From an optimization exercise on the open Yosys and OpenROAD flow, aimed at small area; shortcuts taken in it are not production practice.
The RTL was checked by simulation tests, not by an equivalence proof against the original design.
No activity file was given, so power comes from the tool's default toggle rates.

Design eve_pe, start of the top module:
module eve_pe
#(
parameter WORD_SZ = 32,
parameter GENE_SZ = 64,
parameter ATTR_SZ = 8
)(
input clk,
input rst,
input setup,
input state,
input [GENE_SZ - 1: 0]  data_in1,
input [GENE_SZ - 1: 0]  data_in2,
input [GENE_SZ - 1: 0]  gene_in1,
input [GENE_SZ - 1: 0]  gene_in2,
input [GENE_SZ - 1: 0]  random_num_pack,
output [GENE_SZ - 1: 0]  gene_out1,
output [GENE_SZ - 1: 0]  gene_out2,
output [GENE_SZ - 1: 0]  gene_out3,
output reg [2 : 0]  out_valid
);
function gt8;
    input [7:0] a;
    input [7:0] b;
    integer i;
    reg g;
    begin
        g = 1'b0;
        for (i = 0; i < 8; i = i + 1)
            g = (a[i] & ~b[i]) | ((a[i] | ~b[i]) & g);
        gt8 = g;
    end
endfunction
function gt16;
    input [15:0] a;
    input [15:0] b;
    integer i;
    reg g;
    begin
        g = 1'b0;
        for (i = 0; i < 16; i = i + 1)
            g = (a[i] & ~b[i]) | ((a[i] | ~b[i]) & g);
        gt16 = g;
    end
endfunction
reg        fit_gt;           
reg  [7:0] mp_node_bias;
reg  [7:0] mp_node_resp;
reg  [7:0] mp_node_act;
reg  [7:0] mp_node_agg;
reg  [7:0] mp_conn_weight;
reg  [7:0] mp_conn_enable;
reg  [7:0] child_genome_id;
reg  [7:0] node_add_prob;
reg  [7:0] node_del_prob;
reg  [7:0] conn_add_prob;
reg  [7:0] conn_del_prob;
reg  [7:0] del_node_prob;    
reg  [7:0] del_conn_prob;
reg  [7:0] add_node_prob;    
reg  [7:0] add_conn_prob;
reg setup_d1, setup_d2, setup_d3, setup_d4;
wire fit_gt_in = gt8(data_in1[55:48], data_in1[63:56]);
wire fit_gt_nx = setup ? fit_gt_in : fit_gt;
  ...
Size: ~520 I/O pins, about 23,000 µm² of cells after synthesis.
Settings: LEC_CHECK=0, CAP_MARGIN=0, CORE_MARGIN=2, CORE_UTILIZATION=80, SLEW_MARGIN=0; clock period 4.5 ns.
standard.sh (not shown) runs the stock make flow with config.mk's settings and CLKGATE_MAP_FILE= SYNTH_SCRIPT=/design/flow/synth_recipe.tcl, a recipe that flattens the netlist after the stock synthesis.
==> flow/flow/run.sh <==
#!/bin/bash
# The standard layout (the standard.sh: ORFS synthesis with the standard flow's
# synthesis script, floorplan, placement, CTS, routing), with three changes:
#  - synthesis maps the logic with ABC's area-oriented mapper (flow/abc_area.script
#    in place of ORFS's abc_speed.script); registers are mapped as before;
#  - the port buffers that placement puts on every input and output are the
#    platform's smallest buffer, sky130_fd_sc_hd__buf_1;
#  - CTS inserts no dummy loads.
# make's full output goes to standard.log in the folder this runs in.
set -euo pipefail
here=$(pwd)
rm -rf "$here/scripts"
cp -r "$FLOW_HOME/scripts" "$here/scripts"
cp "$here/flow/abc_area.script" "$here/scripts/abc_speed.script"
export BUFFER_PORTS_ARGS="-buffer_cell sky130_fd_sc_hd__buf_1"
export CTS_ARGS="-sink_clustering_enable -repair_clock_nets -sink_clustering_size 16 -sink_clustering_max_diameter 45 -buf_list sky130_fd_sc_hd__clkbuf_8 -dont_use_dummy_load"
bash standard.sh SCRIPTS_DIR="$here/scripts" finish > standard.log 2>&1
==> flow/flow/abc_area.script <==
strash
dch -f
map -a
topo
mfs2 -a
strash
dch -f
map -a
topo
Next try:
--- a/flow/design.v
+++ b/flow/design.v
@@ -191,76 +191,76 @@
     c_key  <= b_zero ? 16'd0 : b_key;
     c_type <= b_zero ? 8'd0  : b_type;
     c_attr[7:0]   <= b_zero ? 8'd0 : xsel[0] ? b_g2_attr[7:0]   : b_g1_attr[7:0];
     c_attr[15:8]  <= b_zero ? 8'd0 : xsel[1] ? b_g2_attr[15:8]  : b_g1_attr[15:8];
     c_attr[23:16] <= b_zero ? 8'd0 : xsel[2] ? b_g2_attr[23:16] : b_g1_attr[23:16];
     c_attr[31:24] <= b_zero ? 8'd0 : xsel[3] ? b_g2_attr[31:24] : b_g1_attr[31:24];
 end
 reg         d_skip;
 reg  [15:0] d_key;
 reg  [7:0]  d_type;
-reg  [31:0] d_attr;
+reg  [31:0] d_attr_n;         
 wire       gtype = c_type[7];
 wire [7:0] r0 = random_num_pack[7:0];
 wire [7:0] r1 = random_num_pack[15:8];
 wire [7:0] r2 = random_num_pack[23:16];
 wire [7:0] r3 = random_num_pack[31:24];
 wire [7:0] th0 = gtype ? mp_conn_weight_nx : mp_node_bias_nx;
 wire [7:0] th1 = gtype ? mp_conn_enable_nx : mp_node_resp_nx;
 wire [7:0] th2 = gtype ? 8'd0 : mp_node_act_nx;
 wire [7:0] th3 = gtype ? 8'd0 : mp_node_agg_nx;
 wire [7:0] mv1 = gtype ? {7'd0, r1[0]} : r1;
 wire [7:0] mv2 = gtype ? 8'd0 : {4'd0, r2[3:0]};
 wire [7:0] mv3 = gtype ? 8'd0 : {5'd0, r3[2:0]};
 always @(posedge clk, posedge rst)
 begin
     if (rst) begin
         d_skip <= 1'b1;
         d_key  <= 16'd0;
         d_type <= 8'd0;
-        d_attr <= 32'd0;
+        d_attr_n <= 32'hffffffff;
     end else begin
         d_skip <= c_skip;
         d_key  <= c_key;
         d_type <= c_type;
-        d_attr[7:0]   <= gt8(r0, th0) ? r0  : c_attr[7:0];
-        d_attr[15:8]  <= gt8(r1, th1) ? mv1 : c_attr[15:8];
-        d_attr[23:16] <= gt8(r2, th2) ? mv2 : c_attr[23:16];
-        d_attr[31:24] <= gt8(r3, th3) ? mv3 : c_attr[31:24];
+        d_attr_n[7:0]   <= ~(gt8(r0, th0) ? r0  : c_attr[7:0]);
+        d_attr_n[15:8]  <= ~(gt8(r1, th1) ? mv1 : c_attr[15:8]);
+        d_attr_n[23:16] <= ~(gt8(r2, th2) ? mv2 : c_attr[23:16]);
+        d_attr_n[31:24] <= ~(gt8(r3, th3) ? mv3 : c_attr[31:24]);
     end
 end
-reg  [63:0] e_gene;
+reg  [63:0] e_gene;          
 reg         e_bubble;
 always @(posedge clk, posedge rst)
 begin
     if (rst)
         e_bubble <= 1'b0;
     else
         e_bubble <= d_skip;
 end
 always @(posedge clk)
-    e_gene <= {child_genome_id, d_type, d_key, d_attr};
+    e_gene <= {child_genome_id, d_type, d_key, d_attr_n};    
 wire [7:0] e_src  = e_gene[47:40];
 wire [7:0] e_dst  = e_gene[39:32];
 wire       e_hidden = (e_gene[54:53] == 2'b00);
 reg  [7:0] hidden_max0;
 always @(posedge clk, posedge rst)
 begin
     if (rst)
         hidden_max0 <= 8'd0;
     else if (setup)
         hidden_max0 <= 8'd0;
     else if (!state && !e_bubble && e_hidden && gt8(e_src, hidden_max0))
         hidden_max0 <= e_src;
 end
 wire [7:0] r5 = random_num_pack[39:32];
-reg  [63:0] f_gene;
+reg  [63:0] f_gene;          
 reg         f_valid;
 reg  [3:0]  del_ctr;
 reg  [63:0] del_list;            
 wire [7:0] del_hit;
 generate
     for (gi = 0; gi < 8; gi = gi + 1) begin : g_match
         assign del_hit[gi] = (del_ctr > gi) && ((e_src == del_list[8*gi+7:8*gi]) || (e_dst == del_list[8*gi+7:8*gi]));
     end
 endgenerate
 wire del_node = !setup_d3 && !e_bubble && !state && gt8(r5, del_node_prob) && !del_ctr[3] && e_hidden;
@@ -285,21 +285,21 @@
         f_valid <= !((|del_hit) || gt8(r5, del_conn_prob));
     end
 end
 always @(posedge clk)
 begin
     f_gene <= e_gene;
     if (del_node)
         del_list <= {del_list[55:0], e_src};
 end
 wire [7:0] r6 = random_num_pack[47:40];
-reg  [63:0] g_gene;
+reg  [63:0] g_gene;          
 reg  [7:0]  g_genome_id;
 reg  [7:0]  src_reg;
 reg  [7:0]  hidden_max1;
 reg         next_flag;
 always @(posedge clk, posedge rst)
 begin
     if (rst) begin
         out_valid   <= 3'b000;
         hidden_max1 <= 8'd0;
         next_flag   <= 1'b0;
@@ -328,15 +328,15 @@
 wire rec_src = !setup_d4 && f_valid && state && !gt8(r6, add_node_prob) && gt8(r6, add_conn_prob) && !next_flag;
 always @(posedge clk)
 begin
     g_gene      <= f_gene;
     g_genome_id <= child_genome_id;
     if (rec_src)
         src_reg <= f_gene[47:40];
 end
 wire split = out_valid[2];
 assign gene_out1 = split ? {g_gene[63:56], 8'h00, hidden_max1, 8'h00, 32'h01010101}
-                         : g_gene;
-assign gene_out2 = split ? {g_gene[63:56], 8'h80, g_gene[47:40], hidden_max1, g_gene[31:0]}
+                         : {g_gene[63:32], ~g_gene[31:0]};
+assign gene_out2 = split ? {g_gene[63:56], 8'h80, g_gene[47:40], hidden_max1, ~g_gene[31:0]}
                          : {g_genome_id, 8'h80, src_reg, g_gene[39:32], 32'h01010000};
 assign gene_out3 = {g_gene[63:56], 8'h80, hidden_max1, g_gene[39:32], 32'h01010000};
 endmodule
Outcome: Register-to-register slack is worse by 140 ps. Hold slack is better by 31 ps. Setup slack is worse by 140 ps. Total power decreases by about 1.1%. Cell area decreases by about 0.8%. Sequential power hardly moves. Routed wire length decreases by 4.4%. Area after synthesis decreases by about 0.9%. Critical path depth increases by 1. Die area decreases by 0.92%. Utilization decreases by 0.20 points. Combinational power decreases by about 9%. Count of clock-buffer cells in the layout decreases by 1.

-- separate check: timing with driven ports --
The flow's constraints put no driver on any port. The routed layouts listed below were extracted and timed again, unchanged, in two steps.
Step 1 (the two cells are an assumption about what drives the block):
set clk [get_ports {clk}]
set_driving_cell -lib_cell sky130_fd_sc_hd__clkbuf_16 $clk
set_driving_cell -lib_cell sky130_fd_sc_hd__buf_2 [delete_from_list [all_inputs] $clk]
Step 2 moves the port delays by t, midway between the first and last clock arrival at a register: inputs arrive t later, outputs are due t later. That takes back most of the time a late clock gives input paths.
Slacks: ideal / step 1 / step 2; pairs: ideal / step 1.
| run | t (ns) | slack for setup (ns) | hold slack, ns | cell pins on the clock port's net |
|---|---|---|---|---|
| the first run | 0.633 | 0.645 / 0.633 / 0.086 | 0.280 / 0.280 / 0.280 | 1 |
| the second run | 0.646 | 0.508 / 0.508 / -0.103 | 0.311 / 0.311 / 0.311 | 1 |
Met with ideal ports but missed after step 2: setup timing in the second run. The setup slack of the second run, which loses most, moves by 0.000 ns with the drivers and by -0.611 ns with both steps.
